Source: an optimization exercise on an open RTL-to-GDS flow (aim: small area). Production flows keep margins and buffers that such runs may drop. At most, simulation tests tie the RTL to the original design; equivalence was not proved. The RTL of run 3 was laid out without a check of its function. Power and IR drop assume default switching activity.

<file path="flow/run.sh">
#!/bin/bash
# synth_recipe.tcl (not shown) runs the flow's synth.tcl, then flattens the netlist and writes it again
# the make line also repeats each setting of config.mk as NAME=value (left out here)
make -C /OpenROAD-flow-scripts/flow DESIGN_CONFIG=/design/flow/config.mk WORK_HOME=/design/flow/orfs CLKGATE_MAP_FILE= SYNTH_SCRIPT=/design/flow/synth_recipe.tcl finish
</file>
<file path="flow/config.mk">
export PLATFORM = sky130hd
export DESIGN_NAME = reflet_cpu
export DESIGN_NICKNAME = reflet_cpu
export VERILOG_FILES = /design/flow/design.v
export SDC_FILE = /design/flow/constraint.sdc
export NUM_CORES = 4
export LEC_CHECK = 0
export CAP_MARGIN = 20
export CORE_MARGIN = 2
export CORE_UTILIZATION = 40
export SLEW_MARGIN = 20
</file>
<file path="flow/constraint.sdc">
create_clock -name core_clock -period 8.0 [get_ports {clk}]
set_input_delay 1.6000 -clock core_clock [delete_from_list [all_inputs] [get_ports {clk}]]
set_output_delay 1.6000 -clock core_clock [all_outputs]
set_load 0.01 [all_outputs]
</file>
<file path="flow/design.v">
module reflet_alu
    #(parameter wordsize = 16
    )(
    input [wordsize-1:0] working_register,
    input [wordsize-1:0] other_register,
    input [wordsize-1:0] status_register,
    input [7:0] instruction,
    output reg [wordsize-1:0] out
    );
    wire [3:0] opperand = instruction[7:4];
    wire [wordsize-1:0] wr = working_register;
    wire [wordsize-1:0] oth = other_register;
    wire big_shift = |oth[wordsize-1:$clog2(wordsize)];
    wire [wordsize-1:0] lsl = ( big_shift ? 0 : wr << oth[$clog2(wordsize)-1:0] );
    wire [wordsize-1:0] lsr = ( big_shift ? 0 : wr >> oth[$clog2(wordsize)-1:0] );
    wire cmp_eq  = wr == oth;
    wire cmp_les = wr < oth;
    always @ (*)
        case (opperand)
            4'h0 : out = oth;
            4'h1  : out = wr;
            4'h2  : out = {{(wordsize-4){1'b0}}, instruction[3:0]};
            4'h3  : out = wr + oth;
            4'h4  : out = wr & oth;
            4'h5   : out = wr | oth;
            4'h6  : out = wr ^ oth;
            4'h7  : out = ~oth;
            4'h8  : out = lsl;
            4'h9  : out = lsr;
            4'hA   : out = {status_register[wordsize-1:1], cmp_eq};
            4'hB  : out = {status_register[wordsize-1:1], cmp_les};
            4'hC  : out = wr;
            4'hE :
                case (instruction[3:0])
                    4'h0, 4'h1, 4'h4, 4'h7, 4'h9 : out = wr;  
                    4'h5 : out = ~wr + 1;  
                    4'h6 : out = {status_register[wordsize-1:1], ~status_register[0]};  
                    default : out = 0;
                endcase
            4'hF : out = ( instruction[3:2] == 2'b10 ? wr : 0 );  
            default : out = 0;
        endcase
endmodule
module reflet_cpu #(
    parameter wordsize = 16,
    debug_output = 1
    )(
    input clk,
    input reset,
    input enable,
    input [wordsize-1:0] data_in,
    output reg [wordsize-1:0] addr,
    output reg [wordsize-1:0] data_out,
    output write_en,
    output reg quit,  
    output debug,
    input [3:0] interrupt_request,
    output [wordsize-1:0] debug_wr
    );
    integer i;  
    wire en = enable & !quit;
    reg [wordsize-1:0] registers [15:0];  
    wire [wordsize-1:0] wr = registers[4'h0  ];
    wire [wordsize-1:0] sr = registers[4'hD  ];
    wire [wordsize-1:0] pc = registers[4'hE  ];
    wire [wordsize-1:0] sp = registers[4'hF  ];
    reg [7:0] instruction;
    wire [3:0] opperand = instruction[7:4];
    wire [1:0] arg = instruction[1:0];
    wire [wordsize-1:0] other_register = registers[instruction[3:0]];
    localparam [3:0] ph_a = 4'd0, ph_b = 4'd1, ph_c = 4'd2, ph_d = 4'd3,
                     ph_e = 4'd4, ph_g = 4'd5, ph_h = 4'd6,
                     ph_f = 4'd8, ph_f2 = 4'd9, ph_f3 = 4'd10, ph_f4 = 4'd11, ph_f5 = 4'd12;
    reg [3:0] phase;
    reg mem_done;  
    wire iok = phase[3];
    wire in_h = phase == ph_h;
    wire in_g = phase == ph_g;
    wire in_f = phase == ph_f;
    wire fetch = (phase == ph_d && mem_done) || phase == ph_e;
    wire i_pop  = instruction == 8'hE3;
    wire i_push = instruction == 8'hE4;
    wire i_ret  = instruction == 8'hE2;
    wire i_call = instruction == 8'hE1;
    wire i_atom = instruction == 8'hEA;
    wire i_str  = opperand == 4'hC;
    wire i_load = opperand == 4'hD;
    wire inst_read = i_load || i_pop || i_ret || i_atom;
    wire inst_write = i_str || i_push || i_call || i_atom;
    always @ (posedge clk)
        if (!reset)
        begin
            phase <= ph_a;
            mem_done <= 0;
        end
        else if (en)
        begin
            case (phase)
                ph_a : phase <= ph_b;
                ph_b : phase <= ph_c;
                ph_c : phase <= ph_d;
                ph_d : phase <= ( mem_done ? ph_f : ph_e );
                ph_e : phase <= ph_f;
                ph_f : phase <= ( inst_read || inst_write ? ph_f2 : ph_g );
                ph_f2 : phase <= ph_f3;
                ph_f3 : phase <= ph_f4;
                ph_f4 : phase <= ( inst_read ? ph_g : ph_f5 );
                ph_f5 : phase <= ph_g;
                ph_g : phase <= ph_h;
                default : phase <= ph_a;
            endcase
            if (in_f)
                mem_done <= 0;
            else if (phase == ph_d || phase == ph_f4)
                mem_done <= 1;
        end
    reg byte_mode;
    wire in_interrupt_context;
    wire [7:0] reduced_behaviour_bits = sr[15:8];
    wire [1:0] size_normal_access = ( reduced_behaviour_bits == 8'h0 ? 2'd1 : reduced_behaviour_bits[1:0] - 2'd1 );
    wire [1:0] size_used =
        ( !iok ? 2'd0 :
          ( (!in_interrupt_context & byte_mode) ? 2'd0 :
            ( i_pop || i_push || i_ret || i_call ? 2'd1 : size_normal_access )));
    wire byte_access = size_used == 2'd0;
    always @ (posedge clk)
        if (!reset)
            byte_mode <= 0;
        else if (en && (instruction == 8'hE7) && in_h)
            byte_mode <= !byte_mode;
    wire [wordsize-1:0] sp_dec = sp - wordsize/8;
    wire [wordsize-1:0] sp_inc = sp + wordsize/8;
    wire [wordsize-1:0] mem_addr = ( i_str || i_load ? other_register :
                                   ( i_pop || i_ret ? sp_dec :
                                   ( i_push || i_call ? sp :
                                   ( i_atom ? wr : 0 ))));
    wire [wordsize-1:0] cpu_addr = ( iok ? mem_addr : pc );
    always @ (posedge clk)
        if (en && reset)
            addr <= cpu_addr;
    reg [wordsize-1:0] data_in_cpu;
    always @ (posedge clk)
        if (en && (phase == ph_c || phase == ph_f3))
            data_in_cpu <= ( cpu_addr[0] ? {8'h0, data_in[15:8]} :
                           ( byte_access ? {8'h0, data_in[7:0]} : data_in ));
    wire [wordsize-1:0] data_out_cpu = ( i_push || i_str ? wr :
                                       ( i_call ? pc :
                                       ( i_atom ? 1 : 0 )));
    always @ (posedge clk)
        if (en && phase == ph_f4 && inst_write)
            data_out <= ( cpu_addr[0] ? {data_out_cpu[7:0], data_in[7:0]} :
                        ( byte_access ? {data_in[15:8], data_out_cpu[7:0]} : data_out_cpu ));
    assign write_en = phase == ph_f5 || (in_g && i_atom);
    wire alignment_error = (phase == ph_f2 || phase == ph_f3 || phase == ph_f4 || phase == ph_f5) &&
                           |(addr[2:0] & {size_used == 2'd3, size_used[1], size_used != 2'd0});
    always @ (posedge clk)
        if (en && fetch)
            instruction <= data_in_cpu[7:0];
    reg old_softint, old_setintstack, old_getint;
    reg [1:0] old_arg;
    wire op_softint      = instruction[7:2] == 6'b111111;
    wire op_setintstack  = instruction[7:2] == 6'b111110;
    wire op_getintstack  = instruction[7:2] == 6'b111101;
    wire op_getint       = instruction[7:2] == 6'b111100;
    wire op_setint       = instruction[7:2] == 6'b111011;
    always @ (posedge clk)
        if (en && fetch)
        begin
            old_softint <= op_softint;
            old_setintstack <= op_setintstack;
            old_getint <= op_getint;
            old_arg <= arg;
        end
    wire d_softint     = ( in_f ? old_softint : op_softint );
    wire d_setintstack = ( in_f ? old_setintstack : op_setintstack );
    wire [1:0] d_arg   = ( in_f ? old_arg : arg );
    wire [3:0] used_int = {interrupt_request[3:1], interrupt_request[0] | (sr[5] & alignment_error)};
    wire [3:0] softint_request = ( d_softint ? (4'h1 << d_arg) : 4'h0 );
    wire [3:0] int_masked = (used_int | softint_request) & sr[4:1];
    reg [3:0] int_masked_latched;
    always @ (posedge clk)
        if (!reset)
            int_masked_latched <= 0;
        else if (en)
            int_masked_latched <= ( in_h ? int_masked : int_masked_latched | int_masked );
    reg [2:0] level;  
    assign in_interrupt_context = !level[2];
    wire [2:0] target_level = ( int_masked_latched[0] ? 3'd0 :
                              ( int_masked_latched[1] ? 3'd1 :
                              ( int_masked_latched[2] ? 3'd2 :
                              ( int_masked_latched[3] ? 3'd3 : 3'd4))));
    wire new_int = target_level < level;
    wire take_int = new_int & in_h;
    reg [1:0] level_memory_0, level_memory_1;
    reg level_memory_2;
    wire [2:0] previous_level = ( level[2] ? 3'h4 :
                                ( level[1:0] == 2'd0 ? {1'b0, level_memory_0} + 3'd1 :
                                ( level[1:0] == 2'd1 ? {1'b0, level_memory_1} + 3'd1 :
                                ( level[1:0] == 2'd2 ? {level_memory_2, ~level_memory_2, ~level_memory_2} : 3'h4 ))));
    reg [wordsize-1:0] addr_memory [3:0];
    reg [wordsize-1:0] routines [3:0];
    always @ (posedge clk)
        if (!reset)
        begin
            level <= 4;
            for (i=0; i<4; i=i+1)
                addr_memory[i] <= 0;
        end
        else if (en)
        begin
            if (take_int)
            begin
                level <= target_level;
                addr_memory[target_level[1:0]] <= ( op_softint ? pc + 1 : pc );
                case (target_level[1:0])
                    2'd0 : level_memory_0 <= level[1:0] - 2'd1;
                    2'd1 : level_memory_1 <= level[1:0] - 2'd1;
                    2'd2 : level_memory_2 <= level[2];
                    default : ;
                endcase
            end
            else if (instruction == 8'hEB && !in_f)
            begin
                if (in_h)
                    level <= previous_level;
            end
            else if (d_setintstack)
                addr_memory[d_arg] <= wr;
        end
    always @ (posedge clk)
        if (!reset)
        begin
            for (i=0; i<4; i=i+1)
                routines[i] <= 0;
        end
        else if (en && op_setint && in_h)
            routines[arg] <= wr;
    reg h_first;
    always @ (posedge clk)
        h_first <= in_g;
    wire getint_valid = ( h_first ? old_getint & !(inst_read || inst_write) : op_getint );
    wire [1:0] routine_index = ( new_int ? target_level[1:0] : ( h_first ? old_arg : arg ) );
    wire [wordsize-1:0] routine = routines[routine_index];
    wire [wordsize-1:0] getint_out = ( getint_valid ? routine : 0 );
    wire i_retint = instruction == 8'hEB;
    wire [wordsize-1:0] addr_memory_out = addr_memory[i_retint ? level[1:0] : arg];
    wire [wordsize-1:0] int_out = ( (i_retint && !level[2]) || op_getintstack ? addr_memory_out : 0 );
    wire [wordsize-1:0] alu_out;
    reflet_alu #(.wordsize(wordsize)) alu(
        .working_register(wr),
        .other_register(other_register),
        .status_register(sr),
        .instruction(instruction),
        .out(alu_out));
    wire [wordsize-1:0] mem_out = ( i_load || i_pop ? data_in_cpu :
                                  ( i_ret ? data_in_cpu + 1 :
                                  ( i_atom ? ( |data_in_cpu ? sr & ~1 : sr | 1 ) : 0 )));
    wire [wordsize-1:0] content = alu_out | mem_out | int_out | getint_out;
    wire [3:0] index = ( opperand == 4'h1 ? instruction[3:0] :
                       ( opperand == 4'hA || opperand == 4'hB || instruction == 8'hE6 || i_atom ? 4'hD   :
                       ( i_ret || i_call || i_retint || (instruction == 8'hE0 && sr[0]) ? 4'hE   : 4'h0   )));
    wire write_back = en && in_h;
    wire write_reg = write_back && !new_int && !i_push && instruction != 8'hE8;
    always @ (posedge clk)
        if(!reset)
        begin
            for(i=0; i<16; i=i+1)
                registers[i] <= ( i == 4'hE   ? 4   : 0 );
            quit <= 0;
        end
        else if (write_back)
        begin
            if (new_int)
                registers[4'hE  ] <= routine;
            else
            begin
                if (instruction == 8'hE8)
                    quit <= 1;
                if (i_pop || i_ret)
                    registers[4'hF  ] <= sp_dec;
                if (i_push || i_call)
                    registers[4'hF  ] <= sp_inc;
                if (write_reg)
                    registers[index] <= content;
                if (index != 4'hE  )
                    registers[4'hE  ] <= pc + 1;
            end
        end
    assign debug = instruction == 8'hE9 && in_h;
    generate
        if (debug_output)
            assign debug_wr = wr;
        else
            assign debug_wr = 0;
    endgenerate
endmodule
</file>
==> PnR_summary.wiki, run 1 <==
{| class="wikitable"
! Metric !! Value
|-
| Die W || 272 um
|-
| Number of antenna violations at the first check in global routing || 7
|-
| Setup clock skew after layout || 0.0501 ns
|-
| R2R cell count || 14
|-
| Most used routing layer || met2
|-
| Synthesized area per cell || 10.2 um^2
|-
| Detailed-routing iteration count for the pre-antenna-repair pass || 6
|-
| Clock root cell || clkbuf_16
|-
| WHS Endpoint || int_masked_latched[2]
|-
| Max clock buf depth || 3
|-
| Part of the Yosys area used for sequential elements || 48.5%
|-
| Routed wire per std cell || 34.2 um
|-
| Highest clock frequency the design can meet || 0.145 GHz
|-
| Data required time of the worst path || 8.36 ns
|-
| Area enclosed by the die boundary || 0.0738 mm^2
|-
| Via count of the first global-routing pass || 23900
|-
| Clock transition at the register clock pins on the worst setup and hold paths after CTS || 0.06 ns
|-
| Worst r2r dst || registers[2][12]
|-
| Post-synthesis to final-layout area growth || 11.9%
|-
| Combined global-route utilization of all metal layers || 34.8%
|-
| Arrival @ worst endpoint || 7.28 ns
|-
| Number of enable flip-flop cells after synthesis || 450
|-
| Remaining global-route overflow || 0
|-
| TritonCTS clock tree || built
|-
| Synth warnings || 2
|-
| Register-to-register setup slack || 1.08 ns
|-
| Count of final max-slew check failures || 0
|-
| Post-layout utilization of the core || 45.0%
|-
| Highest ir drop seen on vdd || 0.174 mV
|-
| Post-synth top area cell || edfxtp_1
|-
| Post-synthesis cell type count || 90
|-
| Hold buffer count at cts || 0
|-
| CP cell instances || buf_4, mux4_2, mux2i_1, a21oi_1, inv_1, ha_1, a22o_1, a221o_1, a221oi_1, o221a_2, o2111ai_1, a2111oi_2, a21boi_2, nor2_1
|-
| Std cell rows || 98
|-
| Tmin final || 6.92 ns
|-
| Top-Level Pins || 74
|-
| Category of cells accounting for the largest share of critical-path delay || compound AO/OA/AOI/OAI gates
|-
| Pwr per Cell Area || 195 mW/mm^2
|-
| Via count || 25100
|-
| GPL Wtd Cong || 1.04
|-
| Crit path largest cell delay || 0.92 ns
|-
| Core footprint || 0.0712 mm^2
|-
| Final setup violation count || 0
|-
| Min-delay src || int_masked_latched[2]
|-
| Via density per instance || 6.58
|-
| Unrepaired setup endpoints after global routing || false
|-
| Worst Max-Slew Pin Slew || 1.26 ns
|-
| Worst slack at placement || 1.33 ns
|-
| Class of the most critical setup path || register to register
|-
| Post-CTS setup buffers || 0
|-
| Number of synthesized register bits || 469
|-
| Most common library cells after synthesis || nor2_1 (496), edfxtp_1 (450), nand2_1 (275)
|-
| GR Layer Usage met3 || 8.23%
|-
| Post-synth top flop || edfxtp_1
|-
| Post-cts resize count || 0
|-
| CP Buf/Inv Count || 2
|-
| Fraction of final layout cells sized beyond drive strength 1 || 11.4%
|-
| Setup TNS || 0 ns
|-
| Largest net degree at the start of global routing || 51
|-
| Global routing met1 resource utilization || 46.4%
|-
| Clock Sink Count || 469
|-
| 1st-iter DRT viols || 3873
|-
| Final worst path period share || 86.5%
|-
| Die H || 272 um
|-
| Synth async-reset ratio || 0%
|-
| CTS buffer count || 51
|-
| Standard cell with the maximum stage delay on the critical path || dfxtp_4
|-
| Effective utilization at floorplan || 40.2%
|-
| Later-pin clock latency in the skew report || 0.64 ns
|-
| Port-buffer cells || 73
|-
| Library cell with the highest instance count after synthesis || nor2_1
|-
| Wire length of the first global-routing pass || 183000 um
|-
| Area share of the largest cell type after synthesis || 47.2%
|-
| Max cap viols || 0
|-
| Count of H-tree levels built during CTS || 2
|-
| Smallest hold slack || 0.499 ns
|-
| Tightest Hold Check Type || register to register
|-
| HPWL reported at the end of detailed placement || 91900 um
|-
| Number of standard cells after synthesis || 2819
|-
| Top area cells in the synthesized netlist || edfxtp_1 (47%), nor2_1 (6.5%), mux4_2 (5.5%)
|-
| Hold Fails Final Rpt || 0
|-
| Run status || finished clean
|-
| Count of filler cells inserted in the layout || 6720
|-
| Antenna Nets Post-Route || 0
|-
| Summed instance area of the synthesized netlist || 0.0287 mm^2
|-
| Startpoint class of the critical path || register
|-
| Final setup slack of the worst path || 1.08 ns
|-
| Met2 Resource Use GR || 51.8%
|-
| Number of nets at the end of the flow || 2908
|-
| Drc violations || 0
|-
| Top fanout value on the critical path || 50
|-
| Number of instances on the worst hold path || 2
|-
| Capturing element type of the critical path || register
|-
| Leakage || 0.0114 uW
|-
| Routed wire length || 130000 um
|-
| Worst slew margin || 16.2%
|}
## state kept, by name, summed over array words and instances (netlist names), 2 cells and up, named ones only
register / count
level: 3
int_masked_latched: 4
level_memory_0: 2
data_in_cpu: 16
addr: 16
old_arg: 2
data_out: 16
phase: 4
registers: 256
instruction: 8
routines: 64
level_memory_1: 2
addr_memory: 64
## through the flow
stage          total power, uW  cells  instance area (um^2)
2_1_floorplan             3370   2819                 28700
3_3_place_gp              3740   3706                 30200
3_5_place_dp              3750   3708                 30300
4_1_cts                   6230   3804                 32100
5_1_grt                   6390   3805                 32100
6_report                  6250   3807                 32100
## per-layer routing
metal | part of all wire, % | vias to the layer above
met5 | 0 | -
met4 | 6.9 | 0
met3 | 11 | 399
met2 | 43 | 1832
met1 | 38 | 12400
li1 | - | 10400
## cell families (layout without fill, tap and decap cells)
| group | after synthesis | in the layout | share of synthesized area [%] |
|---|---|---|---|
| muxes | 184 | 184 | 9.61 |
| and+or+nand+nor | 1090 | 1090 | 16.8 |
| xor gates and xnor gates | 64 | 64 | 1.96 |
| AOI/OAI and AO/OA | 610 | 610 | 14.8 |
| buffers and inverters | 328 | 363 | 5.08 |
| adders and majority gates | 74 | 74 | 3.26 |
| other | 0 | 3 | 0 |
| DFF | 469 | 469 | 48.5 |
## worst min-delay path, stage by stage (launching register included)
cell	delay (ns)
dfxtp_1	0.34
nand2_1	0.06
a21oi_1	0.05
## how the worst max path moves through the flow
stage	startpoint	endpoint	slack [ns]	cells past startpoint
2_1_floorplan	registers[0][0]	registers[5][12]	3.12	23
4_1_cts	register	registers[2][12]	1.32	14
3_3_place_gp	register	registers[15][2]	0.33	15
6_report	register	registers[2][12]	1.08	14
3_5_place_dp	register	registers[2][12]	1.33	14
5_1_grt	register	registers[2][12]	0.91	18
## area by class of cell
cell class / instances / area [um^2] / share of cell area, %
repair buffers: 163 / 1410 / 4.40
diodes: 3 / 7.51 / 0.0234
multi-input cells: 2022 / 13400 / 41.7
flip-flops and latches: 469 / 13900 / 43.3
inverters: 104 / 393 / 1.22
well taps: 950 / 1190 / 3.71
clock buffers: 60 / 1320 / 4.12
clock inverters: 36 / 472 / 1.47
## report_power, final
| group | internal [uW] | total (uW) | switching, uW |
|---|---|---|---|
| sequential | 2760 | 2840 | 78.2 |
| combinational | 265 | 892 | 627 |
| clock | 1460 | 2520 | 1060 |
| total | 4480 | 6250 | 1770 |
## cells in the final DEF, fill, tap and decap left out, drive strengths merged, types with 38 or more instances in the layout
| master | synthesis | final |
|---|---|---|
| nor2 | 498 | 498 |
| edfxtp | 450 | 450 |
| nand2 | 275 | 275 |
| a21oi | 152 | 152 |
| o21ai | 103 | 103 |
| inv | 102 | 102 |
| buf | 86 | 90 |
| mux2i | 85 | 85 |
| ha | 73 | 73 |
| clkdlybuf4s50 | 0 | 73 |
| mux4 | 70 | 70 |
| a22oi | 62 | 62 |
| clkbuf | 138 | 60 |
| nor3 | 59 | 59 |
| nand3 | 47 | 47 |
| xnor2 | 44 | 44 |
| o22ai | 43 | 43 |
| nor4 | 38 | 38 |
==> run 2: changes to the inputs <==
--- a/flow/design.v
+++ b/flow/design.v
@@ -7,3 +7,3 @@
     input [7:0] instruction,
-    output reg [wordsize-1:0] out
+    output [wordsize-1:0] out
     );
@@ -12,32 +12,58 @@
     wire [wordsize-1:0] oth = other_register;
+    wire is_e = opperand == 4'hE;
+    wire op_read = opperand == 4'h0;
+    wire op_wr   = opperand == 4'h1 || opperand == 4'hC ||
+                   (is_e && (instruction[3:0] == 4'h0 || instruction[3:0] == 4'h1 || instruction[3:0] == 4'h4 ||
+                             instruction[3:0] == 4'h7 || instruction[3:0] == 4'h9)) ||
+                   instruction[7:2] == 6'b111110;
+    wire op_set  = opperand == 4'h2;
+    wire op_add  = opperand == 4'h3;
+    wire op_and  = opperand == 4'h4;
+    wire op_or   = opperand == 4'h5;
+    wire op_xor  = opperand == 4'h6;
+    wire op_not  = opperand == 4'h7;
+    wire op_lsl  = opperand == 4'h8;
+    wire op_lsr  = opperand == 4'h9;
+    wire op_eq   = opperand == 4'hA;
+    wire op_les  = opperand == 4'hB;
+    wire op_cc2  = instruction == 8'hE5;
+    wire op_cmpnot = instruction == 8'hE6;
+    wire [wordsize-1:0] add_a = ( op_cc2 ? 0 : wr );
+    wire [wordsize-1:0] add_b = ( op_cc2 ? ~wr : ( op_les ? ~oth : oth ) );
+    wire [wordsize:0] carry;
+    wire [wordsize:0] sum;
+    assign carry[0] = op_les | op_cc2;
+    genvar j;
+    generate for (j=0; j<wordsize; j=j+1) begin : adder
+        assign sum[j] = add_a[j] ^ add_b[j] ^ carry[j];
+        assign carry[j+1] = (add_a[j] & add_b[j]) | (carry[j] & (add_a[j] ^ add_b[j]));
+    end endgenerate
+    assign sum[wordsize] = carry[wordsize];
+    wire cmp_les = !sum[wordsize];
+    wire [wordsize-1:0] x = wr ^ oth;
+    wire cmp_eq = ~|x;
+    wire [wordsize-1:0] wr_rev;
+    genvar k;
+    generate for (k=0; k<wordsize; k=k+1) begin : rev_in
+        assign wr_rev[k] = wr[wordsize-1-k];
+    end endgenerate
     wire big_shift = |oth[wordsize-1:$clog2(wordsize)];
-    wire [wordsize-1:0] lsl = ( big_shift ? 0 : wr << oth[$clog2(wordsize)-1:0] );
-    wire [wordsize-1:0] lsr = ( big_shift ? 0 : wr >> oth[$clog2(wordsize)-1:0] );
-    wire cmp_eq  = wr == oth;
-    wire cmp_les = wr < oth;
-    always @ (*)
-        case (opperand)
-            4'h0 : out = oth;
-            4'h1  : out = wr;
-            4'h2  : out = {{(wordsize-4){1'b0}}, instruction[3:0]};
-            4'h3  : out = wr + oth;
-            4'h4  : out = wr & oth;
-            4'h5   : out = wr | oth;
-            4'h6  : out = wr ^ oth;
-            4'h7  : out = ~oth;
-            4'h8  : out = lsl;
-            4'h9  : out = lsr;
-            4'hA   : out = {status_register[wordsize-1:1], cmp_eq};
-            4'hB  : out = {status_register[wordsize-1:1], cmp_les};
-            4'hC  : out = wr;
-            4'hE :
-                case (instruction[3:0])
-                    4'h0, 4'h1, 4'h4, 4'h7, 4'h9 : out = wr;  
-                    4'h5 : out = ~wr + 1;  
-                    4'h6 : out = {status_register[wordsize-1:1], ~status_register[0]};  
-                    default : out = 0;
-                endcase
-            4'hF : out = ( instruction[3:2] == 2'b10 ? wr : 0 );  
-            default : out = 0;
-        endcase
+    wire [wordsize-1:0] sh = ( op_lsr ? wr_rev : wr ) << oth[$clog2(wordsize)-1:0];
+    wire [wordsize-1:0] sh_rev;
+    generate for (k=0; k<wordsize; k=k+1) begin : rev_out
+        assign sh_rev[k] = sh[wordsize-1-k];
+    end endgenerate
+    wire cmp = (op_eq & cmp_eq) | (op_les & cmp_les) | (op_cmpnot & ~status_register[0]);
+    wire cmp_op = op_eq | op_les | op_cmpnot;
+    assign out = ( {wordsize{op_read}} & oth ) |
+                 ( {wordsize{op_wr}} & wr ) |
+                 ( {wordsize{op_set}} & {{(wordsize-4){1'b0}}, instruction[3:0]} ) |
+                 ( {wordsize{op_add | op_cc2}} & sum[wordsize-1:0] ) |
+                 ( {wordsize{op_and}} & (wr & oth) ) |
+                 ( {wordsize{op_or}} & (wr | oth) ) |
+                 ( {wordsize{op_xor}} & x ) |
+                 ( {wordsize{op_not}} & ~oth ) |
+                 ( {wordsize{op_lsl & !big_shift}} & sh ) |
+                 ( {wordsize{op_lsr & !big_shift}} & sh_rev ) |
+                 ( {wordsize{cmp_op}} & {status_register[wordsize-1:1], cmp} );
 endmodule
@@ -60,4 +86,28 @@
     integer i;  
+    function [wordsize-1:0] inc(input [wordsize-1:0] a);
+        integer b;
+        reg c;
+        begin
+            c = 1;
+            for (b=0; b<wordsize; b=b+1)
+            begin
+                inc[b] = a[b] ^ c;
+                c = c & a[b];
+            end
+        end
+    endfunction
+    function [wordsize-1:0] dec(input [wordsize-1:0] a);
+        integer b;
+        reg c;
+        begin
+            c = 1;
+            for (b=0; b<wordsize; b=b+1)
+            begin
+                dec[b] = a[b] ^ c;
+                c = c & !a[b];
+            end
+        end
+    endfunction
     wire en = enable & !quit;
-    reg [wordsize-1:0] registers [15:0];  
+    wire [wordsize-1:0] registers [15:0];  
     wire [wordsize-1:0] wr = registers[4'h0  ];
@@ -130,4 +180,4 @@
             byte_mode <= !byte_mode;
-    wire [wordsize-1:0] sp_dec = sp - wordsize/8;
-    wire [wordsize-1:0] sp_inc = sp + wordsize/8;
+    wire [wordsize-1:0] sp_dec = {dec(sp >> 1), sp[0]};
+    wire [wordsize-1:0] sp_inc = {inc(sp >> 1), sp[0]};
     wire [wordsize-1:0] mem_addr = ( i_str || i_load ? other_register :
@@ -145,2 +195,3 @@
                            ( byte_access ? {8'h0, data_in[7:0]} : data_in ));
+    wire [wordsize-1:0] pc_inc = inc( i_ret ? data_in_cpu : pc );
     wire [wordsize-1:0] data_out_cpu = ( i_push || i_str ? wr :
@@ -199,11 +250,26 @@
                                 ( level[1:0] == 2'd2 ? {level_memory_2, ~level_memory_2, ~level_memory_2} : 3'h4 ))));
-    reg [wordsize-1:0] addr_memory [3:0];
-    reg [wordsize-1:0] routines [3:0];
+    wire [3:0] addr_memory_load, routine_load;
+    wire [wordsize-1:0] addr_memory_in = ( !reset ? 0 : ( take_int ? ( op_softint ? pc_inc : pc ) : wr ) );
+    wire [wordsize-1:0] routine_in = ( !reset ? 0 : wr );
+    wire [wordsize-1:0] addr_memory [3:0];
+    wire [wordsize-1:0] routines [3:0];
+    genvar k;
+    generate for (k=0; k<4; k=k+1) begin : int_tables
+        reg [wordsize-1:0] addr_memory_q, routines_q;
+        assign addr_memory_load[k] = !reset || (en && ( take_int ? target_level[1:0] == k :
+                                     !(instruction == 8'hEB && !in_f) && d_setintstack && d_arg == k ));
+        assign routine_load[k] = !reset || (en && op_setint && in_h && arg == k);
+        always @ (posedge clk)
+        begin
+            if (addr_memory_load[k])
+                addr_memory_q <= addr_memory_in;
+            if (routine_load[k])
+                routines_q <= routine_in;
+        end
+        assign addr_memory[k] = addr_memory_q;
+        assign routines[k] = routines_q;
+    end endgenerate
     always @ (posedge clk)
         if (!reset)
-        begin
             level <= 4;
-            for (i=0; i<4; i=i+1)
-                addr_memory[i] <= 0;
-        end
         else if (en)
@@ -213,3 +279,2 @@
                 level <= target_level;
-                addr_memory[target_level[1:0]] <= ( op_softint ? pc + 1 : pc );
                 case (target_level[1:0])
@@ -221,18 +286,5 @@
             end
-            else if (instruction == 8'hEB && !in_f)
-            begin
-                if (in_h)
-                    level <= previous_level;
-            end
-            else if (d_setintstack)
-                addr_memory[d_arg] <= wr;
+            else if (instruction == 8'hEB && in_h)
+                level <= previous_level;
         end
-    always @ (posedge clk)
-        if (!reset)
-        begin
-            for (i=0; i<4; i=i+1)
-                routines[i] <= 0;
-        end
-        else if (en && op_setint && in_h)
-            routines[arg] <= wr;
     reg h_first;
@@ -255,3 +307,3 @@
     wire [wordsize-1:0] mem_out = ( i_load || i_pop ? data_in_cpu :
-                                  ( i_ret ? data_in_cpu + 1 :
+                                  ( i_ret ? pc_inc :
                                   ( i_atom ? ( |data_in_cpu ? sr & ~1 : sr | 1 ) : 0 )));
@@ -264,26 +316,35 @@
     always @ (posedge clk)
-        if(!reset)
-        begin
-            for(i=0; i<16; i=i+1)
-                registers[i] <= ( i == 4'hE   ? 4   : 0 );
+        if (!reset)
             quit <= 0;
+        else if (write_back && !new_int && instruction == 8'hE8)
+            quit <= 1;
+    wire [wordsize-1:0] reg_in = ( !reset ? 0 : content );
+    wire [wordsize-1:0] pc_in = ( !reset ? 4   : ( new_int ? routine : ( index == 4'hE   ? content : pc_inc ) ) );
+    wire [wordsize-1:0] sp_in = ( !reset ? 0   : ( index == 4'hF   ? content : ( i_pop || i_ret ? sp_dec : sp_inc ) ) );
+    generate for (k=0; k<16; k=k+1) begin : regs
+        reg [wordsize-1:0] q;
+        wire load;
+        if (k == 4'hE  )
+        begin
+            assign load = !reset || write_back;
+            always @ (posedge clk)
+                if (load)
+                    q <= pc_in;
         end
-        else if (write_back)
+        else if (k == 4'hF  )
         begin
-            if (new_int)
-                registers[4'hE  ] <= routine;
-            else
-            begin
-                if (instruction == 8'hE8)
-                    quit <= 1;
-                if (i_pop || i_ret)
-                    registers[4'hF  ] <= sp_dec;
-                if (i_push || i_call)
-                    registers[4'hF  ] <= sp_inc;
-                if (write_reg)
-                    registers[index] <= content;
-                if (index != 4'hE  )
-                    registers[4'hE  ] <= pc + 1;
-            end
+            assign load = !reset || (write_back && !new_int && (i_pop || i_ret || i_push || i_call || index == 4'hF  ));
+            always @ (posedge clk)
+                if (load)
+                    q <= sp_in;
+        end
+        else
+        begin
+            assign load = !reset || (write_reg && index == k);
+            always @ (posedge clk)
+                if (load)
+                    q <= reg_in;
         end
+        assign registers[k] = q;
+    end endgenerate
     assign debug = instruction == 8'hE9 && in_h;
==> run 2 against run 1 <==
  * Now fails the layout checks on negative setup slack
  * Total power is 1.9% lower
  * First-iteration DRC count shrank 9.5%
  * Utilization increased by 4.5 points
  * Critical path type unchanged
  * Largest power group unchanged
==> PnR_summary.wiki, run 2 <==
{| class="wikitable"
! Metric !! Value
|-
| Hold Fails Final Rpt || 0
|-
| Die H || 258 um
|-
| Effective utilization at floorplan || 40.6%
|-
| Data required time of the worst path || 8.36 ns
|-
| Area enclosed by the die boundary || 0.0663 mm^2
|-
| Top fanout value on the critical path || 14
|-
| Count of filler cells inserted in the layout || 5724
|-
| Cell count after placement || 3314
|-
| Most frequent cells in the layout || edfxtp_1 (450), buf_4 (258), nand2_1 (224)
|-
| Most common library cells after synthesis || edfxtp_1 (450), nand2_1 (226), nor2_1 (185)
|-
| R2R cell count || 32
|-
| 1st-iter DRT viols || 3507
|-
| Pwr per Cell Area || 196 mW/mm^2
|-
| Post-synth top flop || edfxtp_1
|-
| Leakage || 0.0116 uW
|-
| Clock root cell || clkbuf_16
|-
| Via density per instance || 6.62
|-
| Register-to-register setup slack || -0.89 ns
|-
| Std cell rows || 92
|-
| Via count || 22700
|-
| Standard cell with the maximum stage delay on the critical path || edfxtp_1
|-
| Largest net degree at the start of global routing || 48
|-
| Top-Level Pins || 74
|-
| Number of synthesized register bits || 465
|-
| Synth async-reset ratio || 0%
|-
| Hold buffer count at cts || 0
|-
| Violated layout checks || negative setup slack
|-
| Port-buffer cells || 73
|-
| Area share of the largest cell type after synthesis || 52.6%
|-
| Setup clock skew after layout || 0.0613 ns
|-
| Top flop regs || regs.q (256), int_tables.addr_memory_q (64), int_tables.routines_q (64)
|-
| Routed wire per std cell || 38.5 um
|-
| TritonCTS clock tree || built
|-
| Top area cells in the synthesized netlist || edfxtp_1 (53%), ha_1 (3.9%), mux2i_1 (3.5%)
|-
| Crit path largest cell delay || 0.44 ns
|-
| Worst r2r dst || regs[4].q[15]
|-
| Drc violations || 0
|-
| Summed instance area of the synthesized netlist || 0.0257 mm^2
|-
| Count of final max-slew check failures || 0
|-
| Post-synthesis to final-layout area growth || 22.0%
|-
| Clock transition at the register clock pins on the worst setup and hold paths after CTS || 0.07 ns
|-
| Worst slack at placement || -1.01 ns
|-
| Antenna Nets Post-Route || 0
|-
| Library cell with the highest instance count after synthesis || edfxtp_1
|-
| Most common cell after layout, fill and taps aside || edfxtp_1
|-
| Startpoint class of the critical path || register
|-
| Part of the Yosys area used for sequential elements || 53.7%
|-
| Most used cell along the critical path || fa_2
|-
| Synthesized area per cell || 11.1 um^2
|-
| Core footprint || 0.0633 mm^2
|-
| Run status || finished with violations
|-
| Flip-flop count of the largest register, all copies and words added || 256
|-
| Arrival @ worst endpoint || 9.24 ns
|-
| Later-pin clock latency in the skew report || 0.65 ns
|-
| Max clock buf depth || 3
|-
| GPL Wtd Cong || 1.06
|-
| Synth warnings || 1
|-
| Tightest Hold Check Type || register to register
|-
| Post-synthesis cell type count || 86
|-
| Max cap viols || 0
|-
| Highest ir drop seen on vdd || 0.185 mV
|-
| Worst R2R Start || instruction[1]
|-
| Most flops, register || regs.q
|-
| Remaining global-route overflow || 0
|-
| Post-synth top area cell || edfxtp_1
|-
| Final setup slack of the worst path || -0.889 ns
|-
| Highest clock frequency the design can meet || 0.113 GHz
|-
| Fraction of final layout cells sized beyond drive strength 1 || 21.2%
|-
| HPWL reported at the end of detailed placement || 99200 um
|-
| Endpoint of the worst setup timing path || regs[4].q[15]
|-
| Final non-filler cell total || 3428
|-
| Final worst path period share || 111%
|-
| Tmin final || 8.89 ns
|-
| Combined global-route utilization of all metal layers || 39.0%
|-
| Worst Max-Slew Pin Slew || 1.12 ns
|-
| CTS buffer count || 52
|-
| Number of antenna violations at the first check in global routing || 8
|-
| Wire length of the first global-routing pass || 178000 um
|-
| Worst slew margin || 25.5%
|-
| Via count of the first global-routing pass || 21300
|-
| Number of nets at the end of the flow || 2656
|-
| Detailed-routing iteration count for the pre-antenna-repair pass || 7
|-
| Number of enable flip-flop cells after synthesis || 450
|-
| Number of standard cells after synthesis || 2309
|-
| Setup TNS || -38.13 ns
|-
| Die W || 258 um
|-
| Final setup violation count || 80
|-
| Unrepaired setup endpoints after global routing || true
|-
| Routed wire length || 132000 um
|-
| Count of H-tree levels built during CTS || 2
|-
| Clock Sink Count || 465
|-
| Class of the most critical setup path || register to register
|-
| Start point of the critical path || instruction[1]
|-
| Capturing element type of the critical path || register
|}
[run 2: cell types whose count changed after synthesis, moves of 22 or more]
cell	delta
nor4_1	-26
o21ai_0	+24
a211oi_1	+25
nor2_1	-311
mux4_2	-49
a22oi_1	-22
nand2_1	-49
xnor2_1	-39
o22ai_1	-25
[run 2: cells by family (layout without fill, tap and decap cells)]
family	after synthesis	count (layout)	share of synthesized area, %
multiplexers	140	140	6.61
adder cells (fa/ha/maj)	96	96	5.14
other	0	3	0
AO/OA/AOI/OAI	658	658	17.6
flip-flops	465	465	53.7
buffers and inverters	262	532	4.21
XOR/XNOR	6	6	0.204
AND/OR/NAND/NOR	682	682	12.5
[run 2: critical path, delay by kind of cell (launching register included)]
kind | cells | cell delay (ns)
adder cells (fa/ha/maj) | 16 | 5.35
AND/OR/NAND/NOR | 2 | 0.50
AO/OA/AOI/OAI | 11 | 1.99
buffers and inverters | 3 | 0.28
flip-flops | 1 | 0.44
[run 2: worst min path at each step]
| stage | from | endpoint | cells past startpoint |
|---|---|---|---|
| after floorplan | int_masked_latched[2] | int_masked_latched[2] | 1 |
| after global placement | int_masked_latched[2] | int_masked_latched[2] | 1 |
| after detailed placement | int_masked_latched[2] | int_masked_latched[2] | 1 |
| after CTS | int_masked_latched[2] | int_masked_latched[2] | 1 |
| after global routing | int_masked_latched[2] | int_masked_latched[2] | 1 |
| final | int_masked_latched[2] | int_masked_latched[2] | 1 |
[run 2: layer usage]
| layer | GRT usage, % | up-vias | routed length (um) |
|---|---|---|---|
| met2 | 60.8 | 1615 | 59200 |
| li1 | - | 9342 | - |
| met3 | 7.40 | 382 | 13000 |
| met5 | 0 | - | 24 |
| met1 | 50.8 | 11300 | 50300 |
| met4 | 22.9 | 4 | 9490 |
[run 2: layout make-up]
type | instances | area (um^2) | area share [%]
multi-input combinational | 1582 | 11500 | 36.6
inverter | 85 | 320 | 1.02
tap | 846 | 1060 | 3.37
sequential | 465 | 13800 | 44.0
antenna | 3 | 7.51 | 0.0239
clock buffer | 62 | 1340 | 4.27
clock inverter | 34 | 394 | 1.26
timing repair buffer | 351 | 2960 | 9.44
[run 2: per-stage QoR]
step	total power, uW	util, %	cell area, um^2	hold slack, ns
finish	6140	49.5	31400	0.527
global route	6270	49.5	31400	0.561
CTS	6120	49.1	31100	0.529
detailed placement	3690	46.0	29100	0.513
global placement	3680	46.0	29100	0.494
floorplan	3270	-	25900	0.470
[run 2: repair_timing]
action	in CTS	in global routing
gates resized for setup	35	38
pin swaps	10	9
endpoints found under the setup margin	94	111
buffers inserted	5	7
endpoints found under the hold margin	0	0
cloned	2	1
[run 2: power breakdown]
group / total [uW] / internal (uW) / switching, uW
combinational: 792 / 249 / 543
sequential: 2900 / 2810 / 83.6
clock: 2450 / 1380 / 1070
total: 6140 / 4440 / 1700
==> run 3: changes to the inputs <==
--- a/flow/design.v
+++ b/flow/design.v
@@ -191,7 +191,3 @@
     reg [wordsize-1:0] data_in_cpu;
-    always @ (posedge clk)
-        if (en && (phase == ph_c || phase == ph_f3))
-            data_in_cpu <= ( cpu_addr[0] ? {8'h0, data_in[15:8]} :
-                           ( byte_access ? {8'h0, data_in[7:0]} : data_in ));
-    wire [wordsize-1:0] pc_inc = inc( i_ret ? data_in_cpu : pc );
+    reg atom_zero;
     wire [wordsize-1:0] data_out_cpu = ( i_push || i_str ? wr :
@@ -199,6 +195,17 @@
                                        ( i_atom ? 1 : 0 )));
+    wire [wordsize-1:0] data_read = ( cpu_addr[0] ? {8'h0, data_in[15:8]} :
+                                    ( byte_access ? {8'h0, data_in[7:0]} : data_in ));
+    wire [wordsize-1:0] data_write = ( cpu_addr[0] ? {data_out_cpu[7:0], data_in[7:0]} :
+                                     ( byte_access ? {data_in[15:8], data_out_cpu[7:0]} : data_out_cpu ));
     always @ (posedge clk)
-        if (en && phase == ph_f4 && inst_write)
-            data_out <= ( cpu_addr[0] ? {data_out_cpu[7:0], data_in[7:0]} :
-                        ( byte_access ? {data_in[15:8], data_out_cpu[7:0]} : data_out_cpu ));
+        if (en && (phase == ph_c || phase == ph_f3))
+            data_in_cpu <= data_read;
+        else if (en && phase == ph_f4 && inst_write)
+            data_in_cpu <= data_write;
+    always @ (posedge clk)
+        if (en && phase == ph_f3)
+            atom_zero <= ~|data_read;
+    always @ (*)
+        data_out = data_in_cpu;
+    wire [wordsize-1:0] pc_inc = inc( i_ret ? data_in_cpu : pc );
     assign write_en = phase == ph_f5 || (in_g && i_atom);
@@ -308,3 +315,3 @@
                                   ( i_ret ? pc_inc :
-                                  ( i_atom ? ( |data_in_cpu ? sr & ~1 : sr | 1 ) : 0 )));
+                                  ( i_atom ? {sr[wordsize-1:1], atom_zero} : 0 )));
     wire [wordsize-1:0] content = alu_out | mem_out | int_out | getint_out;
--- a/flow/config.mk
+++ b/flow/config.mk
@@ -10,2 +10,3 @@
 export CORE_UTILIZATION = 40
+export GPL_TIMING_DRIVEN = 0
 export SLEW_MARGIN = 20
==> run 3 against run 2 <==
  * The layout still fails its checks (negative setup slack)
  * Clock-buffer cell count fell by 6
  * Wire length rose by 1.7%
  * Global-route usage rose by 0.89 points
  * Non-clock buffer count fell by 44
  * Die area fell by 0.86%
  * Clock power barely moved
  * Clock skew rose by 0.0046 ns
  * Critical path depth did not move
  * Critical path type unchanged
  * Critical endpoint is now regs[7].q[15]
  * Hold slack got worse by 0.019 ns
  * Maximum frequency fell by 6.2%
  * Register-to-register slack got worse by 0.59 ns
==> PnR_summary.wiki, run 3 <==
{| class="wikitable"
! Metric !! Value
|-
| Min-delay src || int_masked_latched[2]
|-
| Unrepaired setup endpoints after global routing || true
|-
| Register-to-register setup slack || -1.48 ns
|-
| Synthesized area per cell || 11.2 um^2
|-
| Violated layout checks || negative setup slack
|-
| Tmin final || 9.48 ns
|-
| Port-buffer cells || 73
|-
| Arrival @ worst endpoint || 9.81 ns
|-
| CTS buffer count || 50
|-
| Std cell rows || 92
|-
| Part of the Yosys area used for sequential elements || 52.4%
|-
| Number of standard cells after synthesis || 2282
|-
| Worst R2R Start || instruction[2]
|-
| Final worst path period share || 118%
|-
| Top-Level Pins || 74
|-
| Max cap viols || 0
|-
| Top fanout value on the critical path || 10
|-
| Final setup violation count || 101
|-
| Final setup slack of the worst path || -1.48 ns
|-
| Clock transition at the register clock pins on the worst setup and hold paths after CTS || 0.06 ns
|-
| Leakage || 0.0112 uW
|-
| Worst Max-Slew Pin Slew || 1.32 ns
|-
| Net Sw Power || 1930 uW
|-
| Run status || finished with violations
|-
| Worst slew margin || 11.7%
|-
| Clock root cell || clkbuf_16
|-
| Most common cell after layout, fill and taps aside || edfxtp_1
|-
| Drc violations || 0
|-
| Detailed-routing iteration count for the pre-antenna-repair pass || 6
|-
| Synth warnings || 1
|-
| Setup clock skew after layout || 0.0659 ns
|-
| Highest ir drop seen on vdd || 0.171 mV
|-
| Sequential Power Share || 45.0%
|-
| Crit path largest cell delay || 0.53 ns
|-
| Highest clock frequency the design can meet || 0.106 GHz
|-
| PnR Total Power || 6440 uW
|-
| Number of enable flip-flop cells after synthesis || 435
|-
| WHS Endpoint || int_masked_latched[2]
|-
| Class of the most critical setup path || register to register
|-
| Core footprint || 0.0631 mm^2
|-
| Most frequent cells in the layout || edfxtp_1 (435), nor2_1 (197), nand2_1 (181)
|-
| Library cell with the highest instance count after synthesis || edfxtp_1
|-
| Summed instance area of the synthesized netlist || 0.0255 mm^2
|-
| Wire length of the first global-routing pass || 180000 um
|-
| Number of antenna violations at the first check in global routing || 12
|-
| R2R cell count || 32
|-
| Data required time of the worst path || 8.33 ns
|-
| Startpoint class of the critical path || register
|-
| Post-synth top flop || edfxtp_1
|-
| Share of power burned in the clock network || 37.7%
|-
| Synth async-reset ratio || 0%
|-
| Hold buffer count at cts || 0
|-
| Max clock buf depth || 3
|-
| Via count || 23200
|-
| Post-synth top area cell || edfxtp_1
|-
| Area share of the largest cell type after synthesis || 51.3%
|-
| TritonCTS clock tree || built
|-
| Routed wire length || 134000 um
|-
| Flip-flop count of the largest register, all copies and words added || 256
|-
| Post-layout utilization of the core || 49.2%
|-
| 1st-iter DRT viols || 3830
|-
| Via density per instance || 6.88
|-
| Combined global-route utilization of all metal layers || 39.9%
|-
| Number of instances on the worst hold path || 2
|-
| Count of filler cells inserted in the layout || 5726
|-
| Later-pin clock latency in the skew report || 0.65 ns
|-
| Die H || 256 um
|-
| HPWL reported at the end of detailed placement || 100000 um
|-
| Number of synthesized register bits || 450
|-
| Via count of the first global-routing pass || 21300
|-
| Area enclosed by the die boundary || 0.0657 mm^2
|-
| Post-synthesis cell type count || 101
|-
| Count of H-tree levels built during CTS || 2
|-
| Top area cells in the synthesized netlist || edfxtp_1 (51%), mux2i_1 (4.8%), ha_1 (3.9%)
|-
| Count of final max-slew check failures || 0
|-
| GPL Wtd Cong || 1.06
|-
| Worst r2r dst || regs[7].q[15]
|-
| Most flops, register || regs.q
|-
| Worst slack at placement || -2.59 ns
|-
| Number of nets at the end of the flow || 2595
|-
| Top flop regs || regs.q (256), int_tables.addr_memory_q (64), int_tables.routines_q (64)
|-
| Largest net degree at the start of global routing || 20
|-
| Most used cell along the critical path || fa_2
|-
| Effective utilization at floorplan || 40.4%
|-
| Capturing element type of the critical path || register
|-
| Pwr per Cell Area || 207 mW/mm^2
|-
| Cell-internal power || 4510 uW
|-
| Smallest hold slack || 0.509 ns
|-
| Routed wire per std cell || 39.9 um
|-
| Most common library cells after synthesis || edfxtp_1 (435), nor2_1 (208), nand2_1 (181)
|-
| Remaining global-route overflow || 0
|-
| Die W || 256 um
|-
| Clock Sink Count || 450
|-
| Hold Fails Final Rpt || 0
|-
| Standard cell with the maximum stage delay on the critical path || a221oi_2
|-
| Tightest Hold Check Type || register to register
|-
| Combinational group share of total power || 17.3%
|-
| Post-synthesis to final-layout area growth || 21.8%
|-
| Fraction of final layout cells sized beyond drive strength 1 || 17.8%
|-
| Antenna Nets Post-Route || 0
|-
| Switching power as a share of total power || 30.0%
|}
## run 3: cell count changes in the layout (fill, tap and decap cells not counted), sizes merged, moves of 10 or more
cell | before | now
buf | 278 | 136
clkbuf | 63 | 154
nand2 | 226 | 181
mux2i | 91 | 123
nor2 | 185 | 214
nand3 | 39 | 63
and3 | 33 | 16
nand2b | 40 | 23
a311oi | 21 | 6
edfxtp | 450 | 435
inv | 83 | 96
o21ai | 124 | 113
o31ai | 3 | 13
## run 3: cells by family after synthesis
logic type | count (synthesis) | share of synthesized area, %
AOI/OAI and AO/OA | 632 | 17.4
xor gates and xnor gates | 11 | 0.378
adders and majority gates | 96 | 5.18
buffers and inverters | 261 | 4.48
DFF | 450 | 52.4
muxes | 162 | 7.31
and+or+nand+nor | 670 | 12.8
## run 3: layer usage
metal  wire, um  up-vias  GRT usage [%]
li1           -     9220              -
met1      51600    11500           53.2
met2      52800     2036           54.5
met3      20500      438           16.6
met4       9280        8           22.1
met5         53        -              0
## run 3: worst max-delay path by stage
stage	from	endpoint	slack, ns
floorplan	instruction[0]	regs[0].q[15]	-0.55
global placement	instruction[7]	regs[5].q[10]	-2.83
detailed placement	instruction[2]	regs[11].q[15]	-2.59
CTS	instruction[2]	regs[12].q[15]	-1.48
global route	instruction[2]	regs[15].q[15]	-1.56
finish	instruction[2]	regs[7].q[15]	-1.48
## run 3: metrics by stage
| step | std cells | TNS [ns] | instance area [um^2] |
|---|---|---|---|
| after floorplan | 2282 | -16.17 | 25600 |
| after global placement | 3201 | -359.95 | 27400 |
| after detailed placement | 3243 | -267.43 | 28500 |
| after CTS | 3357 | -80.35 | 30900 |
| after global routing | 3362 | -92.94 | 31000 |
| final | 3367 | -88.42 | 31000 |
## run 3: power by group through the flow
stage | Sequential, uW | Combinational, uW | Clock, uW
6_report | 2900 | 1110 | 2430
5_1_grt | 2900 | 1130 | 2530
3_3_place_gp | 2940 | 950 | 0
3_5_place_dp | 2930 | 1010 | 0
2_1_floorplan | 2860 | 519 | 0
4_1_cts | 2880 | 1050 | 2430
## run 3: what timing repair did
item / in CTS / in global routing
setup endpoints to repair: 172 / 142
buffers inserted: 27 / 9
cloned: 3 / 0
pin swaps: 25 / 14
gates resized for setup: 93 / 37
## run 3: final cells by class
cell class | count | area (um^2) | area share (%)
clock inverters | 35 | 435 | 1.40
repair buffers | 150 | 1780 | 5.75
multi-input cells | 1572 | 11900 | 38.4
clock buffers | 56 | 1270 | 4.10
plain buffers | 157 | 836 | 2.69
inverters | 95 | 370 | 1.19
flip-flops and latches | 450 | 13400 | 43.0
diodes | 6 | 15.0 | 0.0484
well taps | 846 | 1060 | 3.41
## run 3: worst max-delay path: cells and delay by family (launching register included)
kind / cells / cell delay [ns]
AND/OR/NAND/NOR: 3 / 0.69
flip-flops: 1 / 0.38
AO/OA/AOI/OAI: 8 / 2.00
adder cells (fa/ha/maj): 15 / 5.11
buffers and inverters: 6 / 0.96
==> run 4: changes to the inputs <==
--- a/flow/design.v
+++ b/flow/design.v
@@ -32,11 +32,3 @@
     wire [wordsize-1:0] add_b = ( op_cc2 ? ~wr : ( op_les ? ~oth : oth ) );
-    wire [wordsize:0] carry;
-    wire [wordsize:0] sum;
-    assign carry[0] = op_les | op_cc2;
-    genvar j;
-    generate for (j=0; j<wordsize; j=j+1) begin : adder
-        assign sum[j] = add_a[j] ^ add_b[j] ^ carry[j];
-        assign carry[j+1] = (add_a[j] & add_b[j]) | (carry[j] & (add_a[j] ^ add_b[j]));
-    end endgenerate
-    assign sum[wordsize] = carry[wordsize];
+    wire [wordsize:0] sum = add_a + add_b + (op_les | op_cc2);
     wire cmp_les = !sum[wordsize];
--- a/flow/config.mk
+++ b/flow/config.mk
@@ -10,3 +10,2 @@
 export CORE_UTILIZATION = 40
-export GPL_TIMING_DRIVEN = 0
 export SLEW_MARGIN = 20
==> run 4 against run 3 <==
  * The run now finishes clean
  * Register-to-register slack improved by 2.7 ns
  * Utilization down 3.3 points
  * Maximum frequency rose by 40%
  * Via count decreased by 6.6%
  * Sequential power shrank 2%
  * Global-route usage decreased by 5.2 points
  * Sequential share of layout area grew 2.3 points
  * Critical path type unchanged
  * Largest power group unchanged
==> PnR_summary.wiki, run 4 <==
{| class="wikitable"
! Metric !! Value
|-
| Run status || finished clean
|-
| Via count of the first global-routing pass || 20200
|-
| Pwr per Cell Area || 201 mW/mm^2
|-
| Detailed-routing iteration count for the pre-antenna-repair pass || 7
|-
| Max cap viols || 0
|-
| Routed wire length || 118000 um
|-
| 1st-iter DRT viols || 3288
|-
| Top flop regs || regs.q (256), int_tables.addr_memory_q (64), int_tables.routines_q (64)
|-
| Summed instance area of the synthesized netlist || 0.0258 mm^2
|-
| Number of antenna violations at the first check in global routing || 10
|-
| R2R cell count || 26
|-
| Startpoint class of the critical path || register
|-
| Count of filler cells inserted in the layout || 5871
|-
| Worst Max-Slew Pin Slew || 1.23 ns
|-
| Post-synthesis cell type count || 86
|-
| Fraction of final layout cells sized beyond drive strength 1 || 13.7%
|-
| Worst slew margin || 17.5%
|-
| Most frequent cells in the layout || edfxtp_1 (435), nor2_1 (188), nand2_1 (148)
|-
| Smallest hold slack || 0.545 ns
|-
| Area of the multi-input gates || 0.0115 mm^2
|-
| WHS Endpoint || byte_mode
|-
| Count of H-tree levels built during CTS || 2
|-
| Hold Fails Final Rpt || 0
|-
| Clock Sink Count || 450
|-
| Post-CTS setup buffers || 0
|-
| Effective utilization at floorplan || 40.2%
|-
| Synth warnings || 1
|-
| Area enclosed by the die boundary || 0.0665 mm^2
|-
| Category of cells accounting for the largest share of critical-path delay || adder cells
|-
| Highest clock frequency the design can meet || 0.148 GHz
|-
| CTS buffer count || 50
|-
| Die H || 258 um
|-
| Tightest Hold Check Type || register to register
|-
| Clock transition at the register clock pins on the worst setup and hold paths after CTS || 0.07 ns
|-
| Register-to-register setup slack || 1.25 ns
|-
| Port-buffer cells || 73
|-
| Worst r2r dst || regs[4].q[14]
|-
| CP Buf/Inv Count || 2
|-
| Number of enable flip-flop cells after synthesis || 435
|-
| Capturing element type of the critical path || register
|-
| Count of final max-slew check failures || 0
|-
| Via count || 21600
|-
| Final setup violation count || 0
|-
| Data required time of the worst path || 8.29 ns
|-
| HPWL reported at the end of detailed placement || 84400 um
|-
| Number of nets at the end of the flow || 2459
|-
| Later-pin clock latency in the skew report || 0.63 ns
|-
| Arrival @ worst endpoint || 7.04 ns
|-
| Flip-flop and latch area || 0.0134 mm^2
|-
| Most common library cells after synthesis || edfxtp_1 (435), nor2_1 (196), nand2_1 (148)
|-
| Cell count after placement || 3141
|-
| Most flops, register || regs.q
|-
| Final non-filler cell total || 3240
|-
| Top-Level Pins || 74
|-
| GPL Wtd Cong || 1.09
|-
| Die W || 258 um
|-
| Std cell rows || 93
|-
| Crit path largest cell delay || 0.78 ns
|-
| Via density per instance || 6.68
|-
| Number of synthesized register bits || 450
|-
| Tmin final || 6.75 ns
|-
| Final setup slack of the worst path || 1.25 ns
|-
| Antenna Nets Post-Route || 0
|-
| Combined global-route utilization of all metal layers || 34.7%
|-
| Post-cts resize count || 0
|-
| Library cell with the highest instance count after synthesis || edfxtp_1
|-
| Min-delay src || byte_mode
|-
| Highest ir drop seen on vdd || 0.169 mV
|-
| Area share of the largest cell type after synthesis || 50.7%
|-
| Setup clock skew after layout || 0.0439 ns
|-
| Core footprint || 0.0641 mm^2
|-
| Synthesized area per cell || 11.3 um^2
|-
| Hold buffer count at cts || 0
|-
| Clock root cell || clkbuf_16
|-
| Drc violations || 0
|-
| Largest net degree at the start of global routing || 93
|-
| Synth async-reset ratio || 0%
|-
| Part of the Yosys area used for sequential elements || 51.9%
|-
| Number of instances on the worst hold path || 2
|-
| Most used cell along the critical path || ha_1
|-
| Number of standard cells after synthesis || 2279
|-
| Wire length of the first global-routing pass || 162000 um
|-
| Post-synthesis to final-layout area growth || 14.3%
|-
| Routed wire per std cell || 36.3 um
|-
| Flip-flop count of the largest register, all copies and words added || 256
|-
| Leakage || 0.0105 uW
|-
| Max clock buf depth || 3
|-
| Post-synth top area cell || edfxtp_1
|-
| Post-synth top flop || edfxtp_1
|-
| Top fanout value on the critical path || 23
|-
| Most common cell after layout, fill and taps aside || edfxtp_1
|-
| Class of the most critical setup path || register to register
|-
| Worst slack at placement || 1.47 ns
|-
| Final worst path period share || 84.4%
|-
| Remaining global-route overflow || 0
|-
| TritonCTS clock tree || built
|-
| Top area cells in the synthesized netlist || edfxtp_1 (51%), mux2i_1 (5.2%), ha_1 (4.7%)
|-
| Worst R2R Start || instruction[6]
|-
| Standard cell with the maximum stage delay on the critical path || edfxtp_1
|-
| Setup TNS || 0 ns
|-
| Unrepaired setup endpoints after global routing || false
|}
## run 4: cell types whose count changed in the layout (fill, tap and decap cells not counted), moves of 19 or more
cell,delta
buf_2,-25
buf_6,-33
o21ai_0,+19
buf_4,+58
nand2_1,-33
nand3_1,-21
mux2_2,+31
clkbuf_1,-82
## run 4: tightest hold or removal path, stage by stage, from the launching register on
cell     delay (ns)
dfxtp_1        0.36
xnor2_1        0.08
nor2_1         0.08
## run 4: area by class of cell
cell class	instances	area share [%]
flip-flops and latches	450	45.4
multi-input cells	1583	39.0
repair buffers	180	5.40
clock buffers	54	4.37
well taps	855	3.63
clock inverters	39	1.24
inverters	74	0.943
diodes	5	0.0425
## run 4: kinds of logic (layout without fill, tap and decap cells)
kind of cell | Yosys count | after routing | synth area share (%)
other | 0 | 5 | 0
AND/OR/NAND/NOR | 616 | 616 | 11.8
flip-flops | 450 | 450 | 51.9
buffers and inverters | 246 | 347 | 4.22
multiplexers | 209 | 209 | 9.35
XOR/XNOR | 21 | 21 | 0.714
adder cells (fa/ha/maj) | 97 | 97 | 4.74
AO/OA/AOI/OAI | 640 | 640 | 17.4
## run 4: power breakdown
group          switching, uW  total (uW)  leakage, uW  internal, uW
logic                    500         741      0.00523           240
clock network           1020        2330     0.000797          1310
registers                106        2840      0.00451          2730
total                   1630        5910       0.0105          4280
## run 4: metrics by stage
step	util, %	power, uW	cell area, um^2
after global placement	43.3	3580	27700
after global routing	45.9	6040	29400
after CTS	45.9	5900	29400
after floorplan	-	3210	25800
after detailed placement	43.3	3580	27800
final	46.0	5910	29500
## run 4: worst max path at each step
stage,from,endpoint,slack [ns],depth (start not counted)
final,instruction[6],regs[4].q[14],1.25,26
after global placement,instruction[6],regs[0].q[14],1.53,26
after global routing,instruction[6],regs[13].q[14],0.92,26
after floorplan,instruction[4],regs[0].q[14],1.42,28
after detailed placement,instruction[6],regs[10].q[14],1.47,26
after CTS,instruction[6],regs[4].q[14],1.40,26
## run 4: metal layers
layer	global-route usage, %	up-vias	part of all wire (%)
li1	-	8995	-
met1	45.6	10700	38
met2	49.9	1594	42
met3	9.61	361	12
met4	23.1	6	7.8
met5	0	-	0.030
==> run 5: changes to the inputs <==
==> flow/flow/run.sh (new file) <==
#!/bin/bash
set -euo pipefail
cd "$(dirname "$0")/.."
export REMOVE_ABC_BUFFERS=1
export BUFFER_PORTS_ARGS="-buffer_cell sky130_fd_sc_hd__buf_1"
export CTS_ARGS="-sink_clustering_enable -repair_clock_nets -dont_use_dummy_load"
bash standard.sh > run.log 2>&1
==> flow/standard.sh (new file) <==
#!/bin/bash
# synth_recipe.tcl (not shown) runs the flow's synth.tcl, then flattens the netlist and writes it again
# the make line also repeats each setting of config.mk as NAME=value (left out here)
make -C /OpenROAD-flow-scripts/flow DESIGN_CONFIG=/design/flow/config.mk WORK_HOME=/design/flow/orfs CLKGATE_MAP_FILE= SYNTH_SCRIPT=/design/flow/synth_recipe.tcl "${@:-finish}"
--- a/flow/config.mk
+++ b/flow/config.mk
@@ -10,2 +10,3 @@
 export CORE_UTILIZATION = 40
+export GPL_TIMING_DRIVEN = 0
 export SLEW_MARGIN = 20
removed: flow/run.sh
==> run 5 against run 4 <==
  * Combinational power is 9.0% lower
  * Highest routed layer is now met4
  * Register-to-register slack worse by 1.0 ns
  * Maximum frequency is 13% lower
  * First-iteration DRC count is 10% lower
  * Still clean
  * Final cell count is 2.3% lower
  * Clock skew is 0.025 ns higher
  * Largest power group unchanged
  * Non-clock buffer count is 31 lower
  * Area after synthesis stayed put
==> PnR_summary.wiki, run 5 <==
{| class="wikitable"
! Metric !! Value
|-
| Most common cell after layout, fill and taps aside || edfxtp_1
|-
| Capturing element type of the critical path || register
|-
| Class of the most critical setup path || register to register
|-
| Drc violations || 0
|-
| Data required time of the worst path || 8.22 ns
|-
| Top-Level Pins || 74
|-
| Die H || 258 um
|-
| Most flops, register || regs.q
|-
| Post-route design area || 0.0293 mm^2
|-
| Area share of the largest cell type after synthesis || 50.7%
|-
| Leakage || 0.0103 uW
|-
| Uppermost layer routed || met4
|-
| Final non-filler cell total || 3166
|-
| Cell count after placement || 3109
|-
| Combined global-route utilization of all metal layers || 33.0%
|-
| GPL Wtd Cong || 0.995
|-
| Setup clock skew after layout || 0.0686 ns
|-
| Flip-flop count of the largest register, all copies and words added || 256
|-
| Post-synth top flop || edfxtp_1
|-
| Highest clock frequency the design can meet || 0.128 GHz
|-
| Tightest Hold Check Type || register to register
|-
| Crit path largest cell delay || 0.82 ns
|-
| Synth warnings || 1
|-
| Run status || finished clean
|-
| Start point of the critical path || instruction[3]
|-
| Min-delay src || int_masked_latched[3]
|-
| Worst Max-Slew Pin Slew || 1.27 ns
|-
| Area enclosed by the die boundary || 0.0665 mm^2
|-
| Worst R2R Start || instruction[3]
|-
| Startpoint class of the critical path || register
|-
| Library cell with the highest instance count after synthesis || edfxtp_1
|-
| Worst r2r dst || regs[13].q[2]
|-
| Fraction of final layout cells sized beyond drive strength 1 || 12.7%
|-
| Core footprint || 0.0641 mm^2
|-
| Routed wire per std cell || 35.3 um
|-
| CP cell instances || buf_16, buf_8, nor2b_2, a22oi_1, o2111ai_1, o32a_2, inv_2, nor2_1, a21oi_1, a21boi_0, fa_1, nand2b_1, a32oi_1, nand3_1, a221oi_1, o2111ai_1, nor2_1, o21a_1, nor2_1
|-
| Port-buffer cells || 73
|-
| CTS buffer count || 51
|-
| Clock transition at the register clock pins on the worst setup and hold paths after CTS || 0.06 ns
|-
| Top flop regs || regs.q (256), int_tables.addr_memory_q (64), int_tables.routines_q (64)
|-
| Routed wire length || 112000 um
|-
| Number of enable flip-flop cells after synthesis || 435
|-
| Std cell rows || 93
|-
| Number of antenna violations at the first check in global routing || 3
|-
| Worst slew margin || 15.1%
|-
| Clock root cell || clkbuf_16
|-
| Length of routed met3 wiring || 12600 um
|-
| Number of nets at the end of the flow || 2429
|-
| Effective utilization at floorplan || 40.2%
|-
| Largest net degree at the start of global routing || 63
|-
| Part of the Yosys area used for sequential elements || 51.9%
|-
| Count of H-tree levels built during CTS || 2
|-
| Most used cell along the critical path || nor2_1
|-
| Register-to-register setup slack || 0.20 ns
|-
| Wire length of the first global-routing pass || 155000 um
|-
| Count of final max-slew check failures || 0
|-
| Number of synthesized register bits || 450
|-
| Via density per instance || 6.72
|-
| Endpoint of the worst setup timing path || regs[13].q[2]
|-
| Via count || 21300
|-
| Final setup violation count || 0
|-
| Max cap viols || 0
|-
| Standard cell with the maximum stage delay on the critical path || edfxtp_1
|-
| Arrival @ worst endpoint || 8.02 ns
|-
| Top area cells in the synthesized netlist || edfxtp_1 (51%), mux2i_1 (5.2%), ha_1 (4.7%)
|-
| HPWL reported at the end of detailed placement || 80900 um
|-
| Most frequent cells in the layout || edfxtp_1 (435), nor2_1 (182), nand2_1 (148)
|-
| Final worst path period share || 97.4%
|-
| Later-pin clock latency in the skew report || 0.61 ns
|-
| Number of standard cells after synthesis || 2279
|-
| Routed wire length on met2 || 49500 um
|-
| Remaining global-route overflow || 0
|-
| Post-synth top area cell || edfxtp_1
|-
| Routed metal-1 wirelength || 42300 um
|-
| Unrepaired setup endpoints after global routing || false
|-
| Tmin final || 7.80 ns
|-
| Antenna Nets Post-Route || 0
|-
| Via count of the first global-routing pass || 20300
|-
| Most common library cells after synthesis || edfxtp_1 (435), nor2_1 (196), nand2_1 (148)
|-
| Max clock buf depth || 3
|-
| R2R cell count || 19
|-
| Die W || 258 um
|-
| Post-synthesis cell type count || 86
|-
| Placed cell areas || 0.0280 mm^2
|-
| Post-synthesis to final-layout area growth || 13.9%
|-
| Summed instance area of the synthesized netlist || 0.0258 mm^2
|-
| Highest ir drop seen on vdd || 0.180 mV
|-
| Synth async-reset ratio || 0%
|-
| Detailed-routing iteration count for the pre-antenna-repair pass || 6
|-
| Hold Fails Final Rpt || 0
|-
| Clock Sink Count || 450
|-
| Top fanout value on the critical path || 23
|-
| Pwr per Cell Area || 188 mW/mm^2
|-
| 1st-iter DRT viols || 2960
|-
| Synthesized area per cell || 11.3 um^2
|-
| TritonCTS clock tree || built
|}
run 5: changes by cell type in the layout (fill, tap and decap cells not counted), sizes merged:
cell / before / now
buf: 108 / 149
bufinv: 4 / 0
clkbuf: 54 / 51
clkdlybuf4s50: 72 / 0
clkinv: 22 / 1
clkinvlp: 7 / 0
diode: 5 / 4
inv: 80 / 73
run 5: cell type report:
class                   instances  area [um^2]
multi-input cells            1583        11800
well taps                     855         1070
inverters                      74          283
diodes                          4         10.0
flip-flops and latches        450        13400
repair buffers                149         1570
fillers                      5917        34800
clock buffers                  51         1280
run 5: timing repair:
action                                  in CTS  in global routing
buffers inserted                             2                  0
gates cloned                                 0                  0
pin swaps                                    2                  0
hold buffers                                 0                  0
gates resized for setup                      1                  3
endpoints found under the setup margin      92                 28
run 5: cell families (layout without fill, tap and decap cells):
kind of cell / count (synthesis) / after routing / synth area share, %
xor+xnor: 21 / 21 / 0.714
buf+inv: 246 / 274 / 4.22
simple gates: 616 / 616 / 11.8
mux: 209 / 209 / 9.35
flops: 450 / 450 / 51.9
fa+ha+maj: 97 / 97 / 4.74
other cells: 0 / 4 / 0
compound gates: 640 / 640 / 17.4
run 5: critical path, delay by kind of cell, from the launching register on:
| family | cells | cell delay, ns |
|---|---|---|
| AO/OA/AOI/OAI | 9 | 3.24 |
| adder cells (fa/ha/maj) | 1 | 0.41 |
| buffers and inverters | 3 | 0.77 |
| flip-flops | 1 | 0.82 |
| AND/OR/NAND/NOR | 6 | 2.07 |
run 5: metrics by stage:
stage	TNS, ns	utilization [%]	hold WS, ns	power (uW)	worst slack (ns)
final	0	45.8	0.554	5530	0.204
after global routing	0	45.7	0.585	5660	0.165
after CTS	0	45.7	0.557	5520	0.0182
after detailed placement	-38.67	43.7	0.544	3560	-0.824
after global placement	-1300.47	41.0	0.503	3500	-4.91
after floorplan	-15.79	-	0.484	3190	-0.460
run 5: worst min path at each step:
stage | endpoint | slack [ns] | cells after the start
after floorplan | byte_mode | 0.48 | 2
after global placement | byte_mode | 0.50 | 2
after detailed placement | int_masked_latched[3] | 0.54 | 1
after CTS | byte_mode | 0.56 | 2
after global routing | byte_mode | 0.59 | 2
final | int_masked_latched[3] | 0.55 | 1
run 5: where the power goes:
part | internal, uW | switching (uW) | leakage [uW]
combinational | 236 | 437 | 0.00517
sequential | 2730 | 134 | 0.00451
clock | 1110 | 878 | 0.000629
total | 4080 | 1450 | 0.0103
run 5: routing by layer:
layer | global-route usage [%] | vias to the layer above
met5 | 0 | -
met1 | 42.5 | 10600
li1 | - | 8873
met2 | 50.5 | 1439
met4 | 19.0 | 0
met3 | 8.26 | 332

Check on run 5: ideal ports give 0.204 ns setup slack; a clkbuf_16 on the clock port and buf_2 on the inputs give 0.204 ns; moving port delays by the midpoint clock arrival (0.635 ns) as well gives 0.204 ns.
